This is an optimization exercise on Yosys and OpenROAD, whose aim is small area and a short achievable clock period, not a production implementation. The RTL was checked by simulation tests, not by an equivalence proof against the original design. No activity file was given, so power comes from the tool's default toggle rates.

`config.mk`:
```
export PLATFORM = sky130hd
export DESIGN_NAME = top
export DESIGN_NICKNAME = top
export VERILOG_FILES = /design/flow/design.v
export SDC_FILE = /design/flow/constraint.sdc
export NUM_CORES = 4
export LEC_CHECK = 0
export CAP_MARGIN = 20
export CORE_MARGIN = 2
export CORE_UTILIZATION = 45
export SLEW_MARGIN = 20
```
`constraint.sdc`:
```
create_clock -name core_clock -period 15.0 [get_ports {clk}]
set_input_delay 3.0000 -clock core_clock [delete_from_list [all_inputs] [get_ports {clk}]]
set_output_delay 3.0000 -clock core_clock [all_outputs]
set_load 0.01 [all_outputs]
```
`design.v`:
```
module window_buffer_3x3_2d_with_padding #(
    parameter MAX_WIDTH = 32
)(
    input  wire               clk,
    input  wire               rst_n,
    input  wire               valid_in,
    input  wire signed [15:0] data_in,
    input  wire [4:0]         wm1,
    input  wire [7:0]         hm1,
    output reg                valid_out,
    output reg                first_out,
    output reg                last_out,
    output reg  signed [17:0] v_out,
    output reg  signed [16:0] d_out
);
    reg signed [15:0] mem_a [0:MAX_WIDTH-1];
    reg signed [15:0] mem_b [0:MAX_WIDTH-1];
    reg               vr;           
    reg signed [15:0] xr;           
    reg [4:0]         col;
    reg [7:0]         row;
    reg               row0;         
    reg               virt;         
    reg               done;
    reg signed [15:0] rd_a, rd_b;   
    wire ev       = virt | (vr & ~done);
    wire at_last  = (col == wm1);
    wire [4:0] col_n = ev ? (at_last ? 5'd0 : col + 5'd1) : col;
    always @(posedge clk) xr <= data_in;
    always @(posedge clk or negedge rst_n) begin
        if (!rst_n) begin
            vr <= 1'b0;
            col <= 5'd0; row <= 8'd0; row0 <= 1'b1;
            virt <= 1'b0; done <= 1'b0;
            valid_out <= 1'b0;
        end else begin
            vr <= valid_in;
            valid_out <= ev & ~row0;
            if (ev) begin
                col <= col_n;
                if (at_last) begin
                    row  <= row + 8'd1;
                    row0 <= 1'b0;
                    if (virt) begin
                        virt <= 1'b0;
                        done <= 1'b1;
                    end else if (row == hm1) begin
                        virt <= 1'b1;
                    end
                end
            end
        end
    end
    integer i;
    always @(posedge clk) begin
        for (i = 0; i < MAX_WIDTH; i = i + 1)
            if (ev && !virt && col == i) begin
                mem_a[i] <= row0 ? 16'sd0 : rd_b;
                mem_b[i] <= xr;
            end
    end
    reg signed [15:0] ra, rb;
    always @* begin
        ra = 16'sd0; rb = 16'sd0;
        for (i = 0; i < MAX_WIDTH; i = i + 1)
            if (col_n == i) begin
                ra = ra | mem_a[i];
                rb = rb | mem_b[i];
            end
    end
    always @(posedge clk) begin
        rd_a <= ra;
        rd_b <= rb;
    end
    wire signed [15:0] x = virt ? 16'sd0 : xr;
    always @(posedge clk) begin
        first_out <= (col == 5'd0);
        last_out  <= at_last;
        v_out <= rd_a + rd_b + x;
        d_out <= rd_a - x;
    end
endmodule
module conv_pipelined (
    input  wire               clk,
    input  wire               rst_n,
    input  wire               valid_in,
    input  wire               first_in,
    input  wire               last_in,
    input  wire signed [17:0] v_in,
    input  wire signed [16:0] d_in,
    output reg                valid_out,
    output reg  signed [18:0] conv0,
    output reg  signed [18:0] conv1,
    output reg  [6:0]         relu0,
    output reg  [6:0]         relu1
);
    reg signed [17:0] lv, mv;
    reg signed [16:0] ld, md;
    reg               flush;
    wire signed [17:0] nv = flush ? 18'sd0 : v_in;
    wire signed [16:0] nd = flush ? 17'sd0 : d_in;
    wire signed [18:0] s0 = lv - nv;
    wire signed [18:0] s1 = ld + md + nd;
    wire [6:0] q0, q1;
    relu u_r0 (.data_in(s0), .data_out(q0));
    relu u_r1 (.data_in(s1), .data_out(q1));
    always @(posedge clk or negedge rst_n) begin
        if (!rst_n) begin
            flush <= 1'b0;
            valid_out <= 1'b0;
        end else begin
            flush <= valid_in & last_in;
            valid_out <= (valid_in & ~first_in) | flush;
        end
    end
    always @(posedge clk) begin
        if (valid_in) begin
            lv <= first_in ? 18'sd0 : mv;
            ld <= first_in ? 17'sd0 : md;
            mv <= v_in;
            md <= d_in;
        end
        conv0 <= s0;
        conv1 <= s1;
        relu0 <= q0;
        relu1 <= q1;
    end
endmodule
module relu (
    input  wire signed [18:0] data_in,
    output wire [6:0]         data_out
);
    wire neg  = data_in[18];
    wire big  = |data_in[17:11];       
    assign data_out = neg ? 7'd0 : (big ? 7'd127 : data_in[10:4]);
endmodule
module pooling_buffer_3x3_stream #(
    parameter MAX_WIDTH = 32
)(
    input  wire       clk,
    input  wire       rst_n,
    input  wire       valid_in,
    input  wire [6:0] data_in0,
    input  wire [6:0] data_in1,
    input  wire [4:0] wm1,
    output reg        valid_out,
    output reg  [6:0] max_out0,
    output reg  [6:0] max_out1
);
    reg [6:0] m0e [2:MAX_WIDTH-1];
    reg [6:0] m0o [2:MAX_WIDTH-1];
    reg [6:0] m1e [2:MAX_WIDTH-1];
    reg [6:0] m1o [2:MAX_WIDTH-1];
    reg [4:0] col;
    reg       odd;       
    reg       row1;      
    reg       row2;      
    reg       col2;      
    reg [6:0] a0, b0, a1, b1;    
    wire at_last = (col == wm1);
    always @(posedge clk or negedge rst_n) begin
        if (!rst_n) begin
            col <= 5'd0; odd <= 1'b0; row1 <= 1'b0; row2 <= 1'b0; col2 <= 1'b0;
            valid_out <= 1'b0;
        end else begin
            valid_out <= valid_in & col2 & row2;
            if (valid_in) begin
                if (at_last) begin
                    col <= 5'd0;
                    col2 <= 1'b0;
                    odd <= ~odd;
                    row1 <= 1'b1;
                    row2 <= row1;
                end else begin
                    col <= col + 5'd1;
                    col2 <= col[4:1] != 4'd0 || col[0];
                end
            end
        end
    end
    wire [6:0] h0, h1;
    pooling u_h0 (.a(a0), .b(b0), .c(data_in0), .m(h0));
    pooling u_h1 (.a(a1), .b(b1), .c(data_in1), .m(h1));
    reg [6:0] e0, o0, e1, o1;
    integer i;
    always @* begin
        e0 = 7'd0; o0 = 7'd0; e1 = 7'd0; o1 = 7'd0;
        for (i = 2; i < MAX_WIDTH; i = i + 1)
            if (col == i) begin
                e0 = e0 | m0e[i]; o0 = o0 | m0o[i];
                e1 = e1 | m1e[i]; o1 = o1 | m1o[i];
            end
    end
    wire [6:0] p0, p1;
    pooling u_p0 (.a(e0), .b(o0), .c(h0), .m(p0));
    pooling u_p1 (.a(e1), .b(o1), .c(h1), .m(p1));
    always @(posedge clk) begin
        if (valid_in) begin
            a0 <= b0; b0 <= data_in0;
            a1 <= b1; b1 <= data_in1;
        end
        for (i = 2; i < MAX_WIDTH; i = i + 1)
            if (valid_in && col == i) begin
                if (odd) begin m0o[i] <= h0; m1o[i] <= h1; end
                else     begin m0e[i] <= h0; m1e[i] <= h1; end
            end
        max_out0 <= p0;
        max_out1 <= p1;
    end
endmodule
module pooling (
    input  wire [6:0] a,
    input  wire [6:0] b,
    input  wire [6:0] c,
    output wire [6:0] m
);
    wire ab = a >= b;
    wire ac = a >= c;
    wire bc = b >= c;
    assign m = (ab & ac) ? a : ((~ab & bc) ? b : c);
endmodule
module top #(
    parameter DATA_WIDTH   = 16,
    parameter SCALE_SHIFT  = 4
)(
    input  wire                         clk,
    input  wire                         rst_n,
    input  wire                         valid_in,
    input  wire signed [DATA_WIDTH-1:0] pixel_in,
    input  wire [7:0]                   img_width,
    input  wire [7:0]                   img_height,
    output wire                         valid_conv0,
    output wire signed [2*DATA_WIDTH+4:0] conv_out0,
    output wire                         valid_relu0,
    output wire [7:0]                   relu_out0,
    output wire                         valid_pool0,
    output wire signed [15:0]           pool_out0,
    output wire                         valid_conv1,
    output wire signed [2*DATA_WIDTH+4:0] conv_out1,
    output wire                         valid_relu1,
    output wire [7:0]                   relu_out1,
    output wire                         valid_pool1,
    output wire signed [15:0]           pool_out1
);
    reg [4:0] wm1;       
    reg [7:0] hm1;       
    always @(posedge clk) begin
        wm1 <= img_width[4:0] - 5'd1;
        hm1 <= img_height - 8'd1;
    end
    wire               col_valid;    
    wire               col_first;    
    wire               col_last;     
    wire signed [17:0] col_v;
    wire signed [16:0] col_d;
    window_buffer_3x3_2d_with_padding u_wb (
        .clk(clk), .rst_n(rst_n),
        .valid_in(valid_in), .data_in(pixel_in),
        .wm1(wm1), .hm1(hm1),
        .valid_out(col_valid), .first_out(col_first), .last_out(col_last),
        .v_out(col_v), .d_out(col_d)
    );
    wire               cv_valid;
    wire signed [18:0] c0, c1;
    wire [6:0]         r0, r1;
    conv_pipelined u_conv (
        .clk(clk), .rst_n(rst_n),
        .valid_in(col_valid), .first_in(col_first), .last_in(col_last),
        .v_in(col_v), .d_in(col_d),
        .valid_out(cv_valid), .conv0(c0), .conv1(c1), .relu0(r0), .relu1(r1)
    );
    assign valid_conv0 = cv_valid;
    assign valid_conv1 = cv_valid;
    assign valid_relu0 = cv_valid;
    assign valid_relu1 = cv_valid;
    assign conv_out0 = {{18{c0[18]}}, c0};
    assign conv_out1 = {{18{c1[18]}}, c1};
    assign relu_out0 = {1'b0, r0};
    assign relu_out1 = {1'b0, r1};
    wire       pl_valid;
    wire [6:0] p0, p1;
    pooling_buffer_3x3_stream u_pb (
        .clk(clk), .rst_n(rst_n),
        .valid_in(cv_valid), .data_in0(r0), .data_in1(r1),
        .wm1(wm1),
        .valid_out(pl_valid), .max_out0(p0), .max_out1(p1)
    );
    assign valid_pool0 = pl_valid;
    assign valid_pool1 = pl_valid;
    assign pool_out0 = {9'd0, p0};
    assign pool_out1 = {9'd0, p1};
endmodule
```
`run.sh`:
```
#!/bin/bash
# synth_recipe.tcl (not shown) runs the flow's synth.tcl, then flattens the netlist and writes it again
# the make line also repeats each setting of config.mk as NAME=value (left out here)
make -C /OpenROAD-flow-scripts/flow DESIGN_CONFIG=/design/flow/config.mk WORK_HOME=/design/flow/orfs CLKGATE_MAP_FILE= SYNTH_SCRIPT=/design/flow/synth_recipe.tcl finish
```
==> results of run 1 <==
## worst min-delay path by stage
stage,to,slack (ps)
after CTS,u_conv.mv[7],400
after floorplan,u_conv.md[0],400
after global placement,u_conv.md[2],410
after global routing,u_conv.mv[7],410
final,u_conv.mv[5],410
after detailed placement,u_conv.md[12],410
## cell usage in the layout, fill, tap and decap left out, types with 34 or more instances in the layout
| cell type | synthesis | final |
|---|---|---|
| dfxtp_1 | 164 | 164 |
| xor2_1 | 34 | 34 |
| nor3_1 | 86 | 52 |
| clkinv_1 | 0 | 45 |
| a21oi_1 | 121 | 121 |
| clkdlybuf4s50_1 | 0 | 138 |
| a222oi_1 | 139 | 139 |
| a21o_1 | 45 | 45 |
| o21a_1 | 40 | 40 |
| nor2b_1 | 92 | 78 |
| clkbuf_16 | 0 | 213 |
| xnor2_1 | 82 | 82 |
| edfxtp_1 | 1962 | 1962 |
| nand3_1 | 123 | 123 |
| o21ai_0 | 56 | 56 |
| a221oi_1 | 164 | 164 |
| nand4_1 | 92 | 92 |
| nand2b_1 | 50 | 48 |
| nor2_1 | 192 | 140 |
| nor2_2 | 2 | 47 |
| a22o_1 | 133 | 133 |
| a22oi_1 | 376 | 376 |
| ha_1 | 201 | 201 |
| clkbuf_1 | 139 | 43 |
| buf_4 | 61 | 229 |
| inv_1 | 132 | 126 |
| nand2_1 | 187 | 187 |
## worst max-delay path: cells and delay by family, from the launching register on
| family | cells | cell delay (ps) |
|---|---|---|
| AND/OR/NAND/NOR | 5 | 1200 |
| flip-flops | 1 | 540 |
| adder cells (fa/ha/maj) | 2 | 640 |
| buffers and inverters | 4 | 2120 |
| AO/OA/AOI/OAI | 4 | 1120 |
## logic make-up after synthesis
logic type      after synthesis
compound gates             1230
xor+xnor                    116
fa+ha+maj                   207
buf+inv                     402
flops                      2156
mux                          40
other cells                   1
simple gates                955
## Yosys cell counts, types with 123 or more instances
library cell / number
edfxtp_1: 1962
clkbuf_1: 139
dfxtp_1: 164
a22o_1: 133
ha_1: 201
nor2_1: 192
a222oi_1: 139
a221oi_1: 164
nand3_1: 123
nand2_1: 187
a22oi_1: 376
inv_1: 132
## where the power goes
part,internal (mW),switching (mW)
clock,2.99,2.28
sequential,8.38,0.357
combinational,2.57,5.16
## final cells by class
| type | instances | area [um2] |
|---|---|---|
| clock inverter | 126 | 1320 |
| inverter | 133 | 499 |
| sequential | 2156 | 63000 |
| multi-input combinational | 2568 | 19100 |
| clock buffer | 263 | 5590 |
| fill | 14897 | 87700 |
| tap | 2464 | 3080 |
| timing repair buffer | 371 | 3150 |
| antenna | 4 | 10.0 |
## flip-flops by register name, indices dropped and copies added (netlist names), 17 cells and up
register / count
u_pb.m0e: 210
u_wb.mem_a: 512
u_conv.lv: 18
u_conv.md: 17
u_pb.m0o: 210
u_conv.conv0: 19
u_conv.conv1: 19
u_wb.v_out: 18
u_wb.mem_b: 512
u_wb.d_out: 17
u_pb.m1o: 210
u_conv.mv: 18
u_conv.ld: 17
u_pb.m1e: 210
## per-layer routing
metal  vias to the layer above  wire length (um)
met5                         -                37
met1                     25679             99100
met2                      2933            115000
li1                      21297                 -
met3                       472             28200
met4                         6              8740
## stage by stage
stage	hold slack, ps	cells
2_1_floorplan	401	5126
3_3_place_gp	409	7688
3_5_place_dp	411	7690
4_1_cts	405	8079
5_1_grt	411	8083
6_report	405	8085
==> Implementation_results.wiki, run 1 <==
{| class="wikitable"
! Metric !! Value
|-
| Worst Hold Path Cells || 0
|-
| CTS Sinks || between 2000 and 2500
|-
| Tmin final || 5860 ps
|-
| Top achievable clock speed || 171 MHz
|-
| Outcome || finished clean
|-
| Site row count || 157
|-
| Critical Path Start || u_wb.col[0]
|-
| Number of slew-limit violations in the final report || 0
|-
| Synth Area in Compound Gates || 11.5%
|-
| Sequence of cells on the critical path || ha_1 > and3_1 > ha_1 > o21ai_0 > o21ai_0 > or2_2 > buf_4 > inv_2 > buf_4 > nor3_4 > buf_4 > a222oi_1 > nand2_1 > a2111oi_0 > nand3_1
|-
| Cell Area, Placed || 0.0887 mm2
|-
| Global-route met3 utilization || 5.74%
|-
| Post-synthesis register bit count || 2156
|-
| Final weighted congestion in routability-driven placement || 0.855
|-
| Latest clock arrival within the worst-skew pair || 870 ps
|-
| Total Power || 21.7 mW
|-
| Post-detailed-route via-to-cell ratio || 6.23
|-
| Setup slack of the critical path after layout || 9140 ps
|-
| Distinct cell type count after synthesis || 75
|-
| Area of the core || about 0.18 mm2
|-
| Critical path startpoint category || register
|-
| Vias in the first global route || 47866
|-
| Buffer levels on the longest clock path || 3
|-
| Detailed-route wire length || roughly 250000 um
|-
| # setup viols final || 0
|-
| Maximum number of pins on one net before global-route repair || 73
|-
| Sequential-to-total area share from yosys stat || 75.6%
|-
| Final worst-path cycle share || about two fifths
|-
| Proportion of register bits with asynchronous set or reset after synthesis || 1.39%
|-
| Initial antenna violation count || 8
|-
| Mux cell area share after synthesis || 0.506%
|-
| Final Hold Violating Endpoints || 0
|-
| Post-Place Worst Slack || 9270 ps
|-
| Maximum fanout along the worst path || 33
|-
| Number of nets in the final layout || 5682
|-
| Critical setup path kind || reg2reg
|-
| Cell type contributing the most total cell area after synthesis || edfxtp_1
|-
| Most used DFF post-synth || edfxtp_1
|-
| Drc violations || 0
|-
| Final Cell Area || 0.0957 mm2
|-
| Actual transition at the worst max-transition pin || 1190 ps
|-
| Number of warnings printed during yosys synthesis || 10
|-
| Simple-gate portion of the synthesized area || 5.83%
|-
| Cells on worst reg2reg path || 15
|-
| Half-perimeter wire length after placement || 141000 um
|-
| CTS Buf Count || between 200 and 250
|-
| Timing endpoint of the critical path || u_wb.rd_a[9]
|-
| Count of cells resized by post-cts repair || 0
|-
| Largest vdd supply drop || 351 uV
|-
| Worst path most repeated cell || buf_4
|-
| Portion of synthesized cell area occupied by the leading cell type || 70.7%
|-
| Setup TNS || 0 ps
|-
| Power density cells || 227 mW/mm2
|-
| Share of cells above drive strength 1 || between 10% and 20%
|-
| Global route hottest layer || met2
|-
| Average footprint of a synthesized cell || roughly 16 um2
|-
| Clk slew on worst S/H paths || 60 ps
|-
| Buffer count from post-CTS setup fixing || 0
|-
| Initial core utilization || between 40% and 50%
|-
| Root buf cell || clkbuf_16
|-
| Number of standard cells after synthesis || 5107
|-
| Total leakage power || 32.3 nW
|-
| Data required time at the worst endpoint || 15670 ps
|-
| Via count || 50387
|-
| Top-level port count || 163
|-
| Hold/Removal Path Class || reg2reg
|-
| Port bufs || 139
|-
| Worst flop-to-flop path startpoint || u_wb.col[0]
|-
| Die Y-Extent || around 430 um
|-
| Minimum setup slack among reg-to-reg paths || 9140 ps
|-
| Post-detailed-route wirelength per cell || 31.1 um
|-
| Delay of the slowest cell on the worst path || about 720 ps
|-
| Antenna violation net count after detailed routing || 0
|-
| Mapped Area || 0.0833 mm2
|-
| Min-delay src || u_wb.v_out[5]
|-
| Iteration count of the initial detailed-routing pass || 9
|-
| Slowest cell on crit path || inv_2
|-
| Largest family of logic cells by synthesized area || compound AO/OA/AOI/OAI gates
|-
| Global-route wire length before repair || approximately 350000 um
|-
| Clock tree from TritonCTS || done
|-
| Met1 global-route usage || 36.7%
|-
| Die outline area || between 0.15 and 0.2 mm2
|-
| Met2 track utilization from global routing || between 40% and 50%
|-
| Die W || 434 um
|-
| Xor/xnor share of the synthesized area || 1.22%
|-
| Synthesis-to-finish area growth || 14.9%
|-
| RSZ-0062 raised after global routing || no
|-
| Post-synth EDFFs || 1962
|-
| Top area cells in the synthesized netlist || edfxtp_1, dfxtp_1, a22oi_1, ha_1, a221oi_1
|-
| Global route total overflow || 0
|-
| Arr. time, crit path || 6530 ps
|-
| Post-Synth Adder-Cell Area || 3.16%
|-
| Share of the core filled with cells in the final layout || a little over half
|-
| Worst slew margin relative to its limit || 20.6%
|-
| Final setup skew || 64.2 ps
|-
| CTS Hold Bufs || 0
|-
| H-tree depth || 4
|-
| Element type at the critical path end || register
|-
| Number of max-cap violations || 0
|-
| Crit Reg-Reg Endpoint || u_wb.rd_a[9]
|-
| Total Routing Usage GR || between 20% and 30%
|-
| Number of DRC markers in iteration 0 || 8104
|}
==> run 2: changes to the inputs <==
--- a/design.v
+++ b/design.v
@@ -17,7 +17,8 @@
     reg signed [15:0] mem_b [0:MAX_WIDTH-1];
     reg               vr;           
     reg signed [15:0] xr;           
-    reg [4:0]         col;
+    reg [4:0]         col;          
+    reg [4:0]         cn;           
     reg [7:0]         row;
     reg               row0;         
     reg               virt;         
@@ -25,19 +26,19 @@
     reg signed [15:0] rd_a, rd_b;   
     wire ev       = virt | (vr & ~done);
     wire at_last  = (col == wm1);
-    wire [4:0] col_n = ev ? (at_last ? 5'd0 : col + 5'd1) : col;
     always @(posedge clk) xr <= data_in;
     always @(posedge clk or negedge rst_n) begin
         if (!rst_n) begin
             vr <= 1'b0;
-            col <= 5'd0; row <= 8'd0; row0 <= 1'b1;
+            col <= 5'd0; cn <= 5'd1; row <= 8'd0; row0 <= 1'b1;
             virt <= 1'b0; done <= 1'b0;
             valid_out <= 1'b0;
         end else begin
             vr <= valid_in;
             valid_out <= ev & ~row0;
             if (ev) begin
-                col <= col_n;
+                col <= cn;
+                cn  <= (cn == wm1) ? 5'd0 : cn + 5'd1;
                 if (at_last) begin
                     row  <= row + 8'd1;
                     row0 <= 1'b0;
@@ -63,20 +64,25 @@
     always @* begin
         ra = 16'sd0; rb = 16'sd0;
         for (i = 0; i < MAX_WIDTH; i = i + 1)
-            if (col_n == i) begin
+            if (cn == i) begin
                 ra = ra | mem_a[i];
                 rb = rb | mem_b[i];
             end
     end
     always @(posedge clk) begin
-        rd_a <= ra;
-        rd_b <= rb;
-    end
-    wire signed [15:0] x = virt ? 16'sd0 : xr;
+        if (ev) begin
+            rd_a <= ra;
+            rd_b <= rb;
+        end
+    end
+    wire signed [15:0] x  = virt ? 16'sd0 : xr;
+    wire signed [17:0] ea = rd_a, eb = rd_b, ex = x;
+    wire [17:0] cs_s = ea ^ eb ^ ex;
+    wire [17:0] cs_c = (ea & eb) | (ea & ex) | (eb & ex);
     always @(posedge clk) begin
         first_out <= (col == 5'd0);
         last_out  <= at_last;
-        v_out <= rd_a + rd_b + x;
+        v_out <= cs_s + {cs_c[16:0], 1'b0};
         d_out <= rd_a - x;
     end
 endmodule
@@ -100,7 +106,10 @@
     wire signed [17:0] nv = flush ? 18'sd0 : v_in;
     wire signed [16:0] nd = flush ? 17'sd0 : d_in;
     wire signed [18:0] s0 = lv - nv;
-    wire signed [18:0] s1 = ld + md + nd;
+    wire signed [18:0] el = ld, em = md, en = nd;
+    wire [18:0] cs_s = el ^ em ^ en;
+    wire [18:0] cs_c = (el & em) | (el & en) | (em & en);
+    wire signed [18:0] s1 = cs_s + {cs_c[17:0], 1'b0};
     wire [6:0] q0, q1;
     relu u_r0 (.data_in(s0), .data_out(q0));
     relu u_r1 (.data_in(s1), .data_out(q1));
@@ -147,62 +156,65 @@
     output reg  [6:0] max_out0,
     output reg  [6:0] max_out1
 );
-    reg [6:0] m0e [2:MAX_WIDTH-1];
-    reg [6:0] m0o [2:MAX_WIDTH-1];
-    reg [6:0] m1e [2:MAX_WIDTH-1];
-    reg [6:0] m1o [2:MAX_WIDTH-1];
-    reg [4:0] col;
-    reg       odd;       
+    reg [6:0] m0 [2:MAX_WIDTH-1];
+    reg [6:0] v0 [2:MAX_WIDTH-1];
+    reg [6:0] m1 [2:MAX_WIDTH-1];
+    reg [6:0] v1 [2:MAX_WIDTH-1];
+    reg [4:0] col;       
+    reg [4:0] cn;        
     reg       row1;      
     reg       row2;      
     reg       col2;      
-    reg [6:0] a0, b0, a1, b1;    
+    reg [6:0] a0, a1;    
+    reg [6:0] b0, b1;    
+    reg [6:0] pm0, pv0, pm1, pv1;    
     wire at_last = (col == wm1);
     always @(posedge clk or negedge rst_n) begin
         if (!rst_n) begin
-            col <= 5'd0; odd <= 1'b0; row1 <= 1'b0; row2 <= 1'b0; col2 <= 1'b0;
+            col <= 5'd0; cn <= 5'd1;
+            row1 <= 1'b0; row2 <= 1'b0; col2 <= 1'b0;
             valid_out <= 1'b0;
         end else begin
             valid_out <= valid_in & col2 & row2;
             if (valid_in) begin
+                col <= cn;
+                cn  <= (cn == wm1) ? 5'd0 : cn + 5'd1;
+                col2 <= cn[4:1] != 4'd0;
                 if (at_last) begin
-                    col <= 5'd0;
-                    col2 <= 1'b0;
-                    odd <= ~odd;
                     row1 <= 1'b1;
                     row2 <= row1;
-                end else begin
-                    col <= col + 5'd1;
-                    col2 <= col[4:1] != 4'd0 || col[0];
                 end
             end
         end
     end
-    wire [6:0] h0, h1;
-    pooling u_h0 (.a(a0), .b(b0), .c(data_in0), .m(h0));
-    pooling u_h1 (.a(a1), .b(b1), .c(data_in1), .m(h1));
-    reg [6:0] e0, o0, e1, o1;
+    wire [6:0] h0 = (a0 >= data_in0) ? a0 : data_in0;
+    wire [6:0] h1 = (a1 >= data_in1) ? a1 : data_in1;
+    wire [6:0] p0, p1, n0, n1;
+    pooling u_p0 (.a(pm0), .b(a0), .c(data_in0), .m(p0));
+    pooling u_p1 (.a(pm1), .b(a1), .c(data_in1), .m(p1));
+    pooling u_n0 (.a(pv0), .b(a0), .c(data_in0), .m(n0));
+    pooling u_n1 (.a(pv1), .b(a1), .c(data_in1), .m(n1));
+    reg [6:0] rm0, rv0, rm1, rv1;
     integer i;
     always @* begin
-        e0 = 7'd0; o0 = 7'd0; e1 = 7'd0; o1 = 7'd0;
+        rm0 = 7'd0; rv0 = 7'd0; rm1 = 7'd0; rv1 = 7'd0;
         for (i = 2; i < MAX_WIDTH; i = i + 1)
-            if (col == i) begin
-                e0 = e0 | m0e[i]; o0 = o0 | m0o[i];
-                e1 = e1 | m1e[i]; o1 = o1 | m1o[i];
-            end
-    end
-    wire [6:0] p0, p1;
-    pooling u_p0 (.a(e0), .b(o0), .c(h0), .m(p0));
-    pooling u_p1 (.a(e1), .b(o1), .c(h1), .m(p1));
+            if (cn == i) begin
+                rm0 = rm0 | m0[i]; rv0 = rv0 | v0[i];
+                rm1 = rm1 | m1[i]; rv1 = rv1 | v1[i];
+            end
+    end
     always @(posedge clk) begin
         if (valid_in) begin
-            a0 <= b0; b0 <= data_in0;
-            a1 <= b1; b1 <= data_in1;
+            a0 <= (b0 >= data_in0) ? b0 : data_in0; b0 <= data_in0;
+            a1 <= (b1 >= data_in1) ? b1 : data_in1; b1 <= data_in1;
+            pm0 <= rm0; pv0 <= rv0;
+            pm1 <= rm1; pv1 <= rv1;
         end
         for (i = 2; i < MAX_WIDTH; i = i + 1)
             if (valid_in && col == i) begin
-                if (odd) begin m0o[i] <= h0; m1o[i] <= h1; end
-                else     begin m0e[i] <= h0; m1e[i] <= h1; end
+                m0[i] <= n0; v0[i] <= h0;
+                m1[i] <= n1; v1[i] <= h1;
             end
         max_out0 <= p0;
         max_out1 <= p1;
==> Implementation_results.wiki, run 2 <==
{| class="wikitable"
! Metric !! Value
|-
| Number of max-cap violations || 0
|-
| Number of slew-limit violations in the final report || 0
|-
| Commonest non-fill, non-tap cell in the layout || edfxtp_1
|-
| Die W || 435 um
|-
| Total Power || 21.1 mW
|-
| Minimum setup slack among reg-to-reg paths || about 11000 ps
|-
| Number of warnings printed during yosys synthesis || 10
|-
| Via count || approximately 50000
|-
| Most common library cells after synthesis || edfxtp_1, a22oi_1, clkbuf_1
|-
| Area of the core || 0.185 mm2
|-
| Top-level port count || approximately 160
|-
| Most used DFF post-synth || edfxtp_1
|-
| Clock tree from TritonCTS || done
|-
| Average footprint of a synthesized cell || 17.0 um2
|-
| Latest clock arrival within the worst-skew pair || 900 ps
|-
| Total Routing Usage GR || 27.8%
|-
| Antenna violation net count after detailed routing || 0
|-
| Cell class contributing the biggest share of worst-path delay || flip-flops
|-
| Detailed-route wire length || 269000 um
|-
| Mapped Area || 0.0836 mm2
|-
| Setup TNS || 0 ps
|-
| Vias in the first global route || around 49000
|-
| Initial core utilization || 45.2%
|-
| Tmin final || 5500 ps
|-
| Distinct cell type count after synthesis || 70
|-
| Worst slew margin relative to its limit || between 20% and 30%
|-
| Number of DRC markers in iteration 0 || 8934
|-
| Arr. time, crit path || 2500 ps
|-
| Number of filler cells placed in the layout || 14983
|-
| Critical setup path kind || reg2out
|-
| Post-synthesis register bit count || 2193
|-
| Root buf cell || clkbuf_16
|-
| Count of buffering cells on the critical path with inverters included || 1
|-
| Share of the core filled with cells in the final layout || 52.1%
|-
| Die Y-Extent || roughly 430 um
|-
| Worst Hold Path Cells || 0
|-
| Crit Reg-Reg Endpoint || u_conv.relu1[0]
|-
| Global-route wire length before repair || 372000 um
|-
| Drc violations || 0
|-
| Final weighted congestion in routability-driven placement || 0.851
|-
| Worst Hold End || u_conv.md[5]
|-
| Slowest cell on crit path || dfrtp_4
|-
| Clk slew on worst S/H paths || about 60 ps
|-
| Count of cells resized by post-cts repair || 0
|-
| Most frequent cell after synthesis || edfxtp_1
|-
| Post-detailed-route wirelength per cell || 34.0 um
|-
| Critical path startpoint category || register
|-
| Actual transition at the worst max-transition pin || 1120 ps
|-
| Registers with the most flip-flops || u_wb.mem_a (512), u_wb.mem_b (512)
|-
| H-tree depth || 4
|-
| Delay of the slowest cell on the worst path || 920 ps
|-
| Hold/Removal Path Class || reg2reg
|-
| Min-delay src || u_wb.d_out[5]
|-
| Cells on worst reg2reg path || 14
|-
| Die outline area || ~0.19 mm2
|-
| Site row count || ~160
|-
| Data required time at the worst endpoint || 12000 ps
|-
| Met2 track utilization from global routing || 42.1%
|-
| Worst flop-to-flop path startpoint || u_conv.flush
|-
| Buffer levels on the longest clock path || 3
|-
| Total leakage power || roughly 32 nW
|-
| Share of cells above drive strength 1 || 13.0%
|-
| Global route total overflow || 0
|-
| Iteration count of the initial detailed-routing pass || 8
|-
| Global route hottest layer || met2
|-
| Post-synth EDFFs || 2022
|-
| Maximum fanout along the worst path || between 50 and 60
|-
| Cell type contributing the most total cell area after synthesis || edfxtp_1
|-
| Top achievable clock speed || 182 MHz
|-
| Number of standard cells after synthesis || 4927
|-
| Sequence of cells on the critical path || clkdlybuf4s50_1
|-
| Outcome || finished clean
|-
| Number of nets in the final layout || ~5500
|-
| Final Hold Slack || 422 ps
|-
| Synthesis-to-finish area growth || 15.4%
|-
| CTS Hold Bufs || 0
|-
| Element type at the critical path end || primary output
|-
| Power density cells || 219 mW/mm2
|-
| Proportion of register bits with asynchronous set or reset after synthesis || 1.78%
|-
| Met1 global-route usage || 39.9%
|-
| Final setup skew || 78.8 ps
|-
| Final worst-path cycle share || 36.7%
|-
| Final Hold Violating Endpoints || 0
|-
| Largest vdd supply drop || 257 uV
|-
| Post-detailed-route via-to-cell ratio || 6.46
|-
| Maximum number of pins on one net before global-route repair || 73
|-
| Top area cells in the synthesized netlist || edfxtp_1, a22oi_1, dfxtp_1, ha_1, a221oi_1
|-
| # setup viols final || 0
|-
| Portion of synthesized cell area occupied by the leading cell type || 72.6%
|-
| CTS Sinks || 2193
|-
| Sequential-to-total area share from yosys stat || between 70% and 80%
|-
| Buffer count from post-CTS setup fixing || 0
|-
| Top library cells by usage in the layout, fill and taps aside || edfxtp_1, a22oi_1, clkbuf_16, buf_4, ha_1
|-
| Half-perimeter wire length after placement || 144000 um
|-
| Port bufs || about 140
|-
| RSZ-0062 raised after global routing || no
|-
| Initial antenna violation count || 8
|-
| Global-route met3 utilization || 6.24%
|-
| CTS Buf Count || 215
|}
-- run 2: cell count changes after synthesis, moves of 36 or more --
cell,before,now
nand4_1,92,132
nor3_1,86,50
a22oi_1,376,481
clkbuf_1,139,192
nand2_1,187,129
buf_2,51,2
a21oi_1,121,66
edfxtp_1,1962,2022
-- run 2: cells by family (layout without fill, tap and decap cells) --
logic type,count (synthesis),after routing,share of synthesized area [%]
flops,2193,2193,77.0
buf+inv,373,852,1.95
other cells,1,22,0.00449
fa+ha+maj,203,203,3.37
simple gates,869,869,5.42
xor+xnor,86,86,0.901
mux,30,30,0.401
compound gates,1172,1172,11.0
-- run 2: routing by layer --
layer / vias up / wire, um
li1: 20664 / -
met1: 26171 / 105000
met2: 3673 / 120000
met3: 574 / 35200
met4: 8 / 9180
met5: - / 210
-- run 2: power by group --
part           switching [mW]  internal, mW
clock                    2.36          2.98
combinational            4.36          2.08
sequential              0.514          8.78
total                    7.23          13.8
-- run 2: final cells by class --
| cell class | count | area, um2 | area share (%) |
|---|---|---|---|
| antenna | 2 | 5.00 | 0.00519 |
| multi-input combinational | 2380 | 18700 | 19.4 |
| tap | 2480 | 3100 | 3.22 |
| clock buffer | 275 | 5740 | 5.95 |
| clock inverter | 128 | 1250 | 1.29 |
| sequential | 2193 | 64300 | 66.7 |
| timing repair buffer | 335 | 2860 | 2.96 |
| inverter | 114 | 428 | 0.444 |
-- run 2: through the flow --
step | setup WS [ps] | instances | area, um2
floorplan | 10100 | 4946 | 83600
global placement | 10380 | 7502 | 89400
detailed placement | 10340 | 7502 | 89400
CTS | 9410 | 7905 | 96400
global route | 9380 | 7905 | 96400
finish | 9500 | 7907 | 96400
-- run 2: worst max-delay path by stage --
stage	from	to	slack, ps	cells past startpoint
floorplan	u_conv.valid_out	valid_conv1	10100	1
global placement	u_conv.valid_out	valid_conv0	10380	1
detailed placement	u_conv.valid_out	valid_conv1	10340	1
CTS	u_conv.valid_out	valid_conv1	9410	1
global route	u_conv.valid_out	valid_conv1	9380	1
finish	u_conv.valid_out	valid_conv1	9500	1
==> run 3: changes to the inputs <==
--- a/config.mk
+++ b/config.mk
@@ -7,5 +7,7 @@
 export LEC_CHECK = 0
 export CAP_MARGIN = 20
 export CORE_MARGIN = 2
-export CORE_UTILIZATION = 45
+export CORE_UTILIZATION = 65
+export CTS_CLUSTER_DIAMETER = 80
+export CTS_CLUSTER_SIZE = 24
 export SLEW_MARGIN = 20
==> Implementation_results.wiki, run 3 <==
{| class="wikitable"
! Metric !! Value
|-
| Outcome || finished clean
|-
| Initial core utilization || between 60% and 70%
|-
| Synthesis-to-finish area growth || 9.38%
|-
| Maximum number of pins on one net before global-route repair || 48
|-
| Buffer levels on the longest clock path || 3
|-
| RSZ-0062 raised after global routing || no
|-
| Final worst-path cycle share || roughly 34%
|-
| Detailed-route wire length || 252000 um
|-
| Largest vdd supply drop || 228 uV
|-
| Number of warnings printed during yosys synthesis || 10
|-
| Setup TNS || 0 ps
|-
| Drc violations || 0
|-
| Top-level port count || 163
|-
| Mapped Area || between 0.08 and 0.09 mm2
|-
| Post-detailed-route wirelength per cell || 36.9 um
|-
| Minimum setup slack among reg-to-reg paths || 10860 ps
|-
| Top library cells by usage in the layout, fill and taps aside || edfxtp_1, a22oi_1, buf_4, ha_1, a221oi_1
|-
| Latest clock arrival within the worst-skew pair || 770 ps
|-
| Number of slew-limit violations in the final report || 0
|-
| Number of standard cells after synthesis || 4927
|-
| Critical setup path kind || reg2out
|-
| Total Routing Usage GR || 38.1%
|-
| Hold/Removal Path Class || reg2reg
|-
| Post-detailed-route via-to-cell ratio || just over 7
|-
| Clk slew on worst S/H paths || about 90 ps
|-
| Root buf cell || clkbuf_16
|-
| Iteration count of the initial detailed-routing pass || 8
|-
| Worst slew margin relative to its limit || between 20% and 30%
|-
| Data required time at the worst endpoint || 12000 ps
|-
| Power density cells || 208 mW/mm2
|-
| Die W || 363 um
|-
| Most used DFF post-synth || edfxtp_1
|-
| Half-perimeter wire length after placement || 132000 um
|-
| Global route total overflow || 0
|-
| Final weighted congestion in routability-driven placement || 0.860
|-
| Portion of synthesized cell area occupied by the leading cell type || 72.6%
|-
| Die Y-Extent || 363 um
|-
| Site row count || 131
|-
| Post-Place Worst Slack || approximately 11000 ps
|-
| CTS Hold Bufs || 0
|-
| Delay of the slowest cell on the worst path || 700 ps
|-
| Top achievable clock speed || 196 MHz
|-
| Number of max-cap violations || 0
|-
| Total leakage power || 30.1 nW
|-
| Global-route wire length before repair || 348000 um
|-
| Setup slack of the critical path after layout || 9910 ps
|-
| Cells on worst reg2reg path || 14
|-
| Stages on the worst setup path || 1
|-
| Critical Path Start || u_conv.conv0[18]
|-
| Most frequent cell after synthesis || edfxtp_1
|-
| Top area cells in the synthesized netlist || edfxtp_1, a22oi_1, dfxtp_1, ha_1, a221oi_1
|-
| Count of buffering cells on the critical path with inverters included || 1
|-
| Actual transition at the worst max-transition pin || 1160 ps
|-
| Port bufs || roughly 140
|-
| H-tree depth || 3
|-
| Number of DRC markers in iteration 0 || 8657
|-
| Antenna violation net count after detailed routing || 0
|-
| Maximum fanout along the worst path || 19
|-
| Post-synthesis register bit count || 2193
|-
| Via count || roughly 50000
|-
| Area of the core || around 0.13 mm2
|-
| Initial antenna violation count || 6
|-
| CTS Sinks || roughly 2200
|-
| Timing endpoint of the critical path || conv_out0[29]
|-
| Final setup skew || 36.7 ps
|-
| CTS Buf Count || 105
|-
| Proportion of register bits with asynchronous set or reset after synthesis || 1.78%
|-
| Share of cells above drive strength 1 || 9.68%
|-
| Share of the core filled with cells in the final layout || a little over 70%
|-
| Die outline area || 0.131 mm2
|-
| Sequence of cells on the critical path || clkdlybuf4s50_1
|-
| Count of cells resized by post-cts repair || 0
|-
| Crit Reg-Reg Endpoint || u_conv.relu1[6]
|-
| Critical path startpoint category || register
|-
| Element type at the critical path end || primary output
|-
| Distinct cell type count after synthesis || 70
|-
| Average footprint of a synthesized cell || 17.0 um2
|-
| Buffer count from post-CTS setup fixing || 0
|-
| Tmin final || roughly 5000 ps
|-
| Sequential-to-total area share from yosys stat || between 70% and 80%
|-
| Post-synth EDFFs || 2022
|-
| Cell class contributing the biggest share of worst-path delay || flip-flops
|-
| Most common library cells after synthesis || edfxtp_1, a22oi_1, clkbuf_1
|-
| Commonest non-fill, non-tap cell in the layout || edfxtp_1
|-
| Final Hold Violating Endpoints || 0
|-
| # setup viols final || 0
|-
| Arr. time, crit path || 2090 ps
|-
| Slowest cell on crit path || dfxtp_1
|-
| Clock tree from TritonCTS || done
|-
| Cell type contributing the most total cell area after synthesis || edfxtp_1
|-
| Number of nets in the final layout || 5352
|-
| Vias in the first global route || around 47000
|-
| Registers with the most flip-flops || u_wb.mem_a (512), u_wb.mem_b (512)
|-
| Worst flop-to-flop path startpoint || u_conv.flush
|}
run 3: cell types whose count changed in the layout (fill, tap and decap cells not counted), moves of 10 or more:
cell        delta
clkinv_1      -32
clkbuf_16    -109
bufinv_16     -15
clkinv_2      -40
clkinvlp_4    -11
clkbuf_8      -10
buf_4         -16
run 3: how the worst min path moves through the flow:
stage | startpoint | endpoint | depth (start not counted)
3_5_place_dp | u_wb.d_out[5] | u_conv.md[5] | 0
5_1_grt | u_wb.d_out[5] | u_conv.md[5] | 0
6_report | u_wb.d_out[13] | u_conv.md[13] | 0
3_3_place_gp | u_wb.d_out[9] | u_conv.md[9] | 0
4_1_cts | u_wb.d_out[5] | u_conv.md[5] | 0
2_1_floorplan | u_wb.d_out[0] | u_conv.md[0] | 0
run 3: final cells by class:
class | instances | area [um2]
flip-flops and latches | 2193 | 64400
fillers | 8106 | 36100
multi-input cells | 2380 | 18700
clock buffers | 158 | 2880
repair buffers | 320 | 2740
well taps | 1662 | 2080
inverters | 114 | 428
clock inverters | 21 | 273
diodes | 1 | 2.50
run 3: power breakdown:
part | switching, mW | leakage [nW] | internal [mW]
Sequential | 0.485 | 19.9 | 8.75
Clock | 1.86 | 1.51 | 1.37
Combinational | 4.42 | 8.68 | 2.09
run 3: cell families after synthesis:
| logic type | share of synthesized area (%) |
|---|---|
| fa+ha+maj | 3.37 |
| xor+xnor | 0.901 |
| mux | 0.401 |
| buf+inv | 1.95 |
| other cells | 0.00449 |
| compound gates | 11.0 |
| flops | 77.0 |
| simple gates | 5.42 |
run 3: stage by stage:
stage                     hold slack [ps]  std cells  power, mW  cell area [um2]
after floorplan                       401       4946       13.0            83600
after global placement                407       6668       15.6            88200
after detailed placement              413       6668       15.7            88200
after CTS                             435       6847       18.9            91400
after global routing                  450       6848       19.6            91400
final                                 434       6849       19.0            91400
run 3: per-layer routing:
| layer | up-vias | share of wire, % | track usage (%) |
|---|---|---|---|
| met5 | - | 0.0099 | 0 |
| met4 | 4 | 6.6 | 20.3 |
| met3 | 768 | 12 | 7.03 |
| met2 | 3684 | 48 | 62.4 |
| met1 | 24966 | 34 | 49.2 |
| li1 | 20248 | - | - |

## static timing again, ports no longer ideal
How much do the figures lean on ideal ports? The routed layouts below were timed once more, with nothing changed but the port constraints. Step 1: set_driving_cell puts a clkbuf_16 on clk and a buf_2 on each other input, an assumption about the parent block. Step 2 times the ports against the registers' clock, not the clock port: input delays grow and output delays shrink by t, the midpoint of the rising clock arrivals with the driver on. Three values: ideal ports, drivers, drivers and shift; two values: the first two.
run	t, ns	setup WS [ns]	clock arrival spread, ns	slew at the worst register clock pin (ns)
run 1	0.919	9.140 / 9.140 / 9.140	0.068 / 0.069	0.07 / 0.07
run 2	0.946	9.497 / 9.415 / 10.361	0.080 / 0.080	0.07 / 0.07
run 3	0.830	9.910 / 9.829 / 10.659	0.044 / 0.045	0.10 / 0.10
After both steps setup and hold are still met in every run listed.
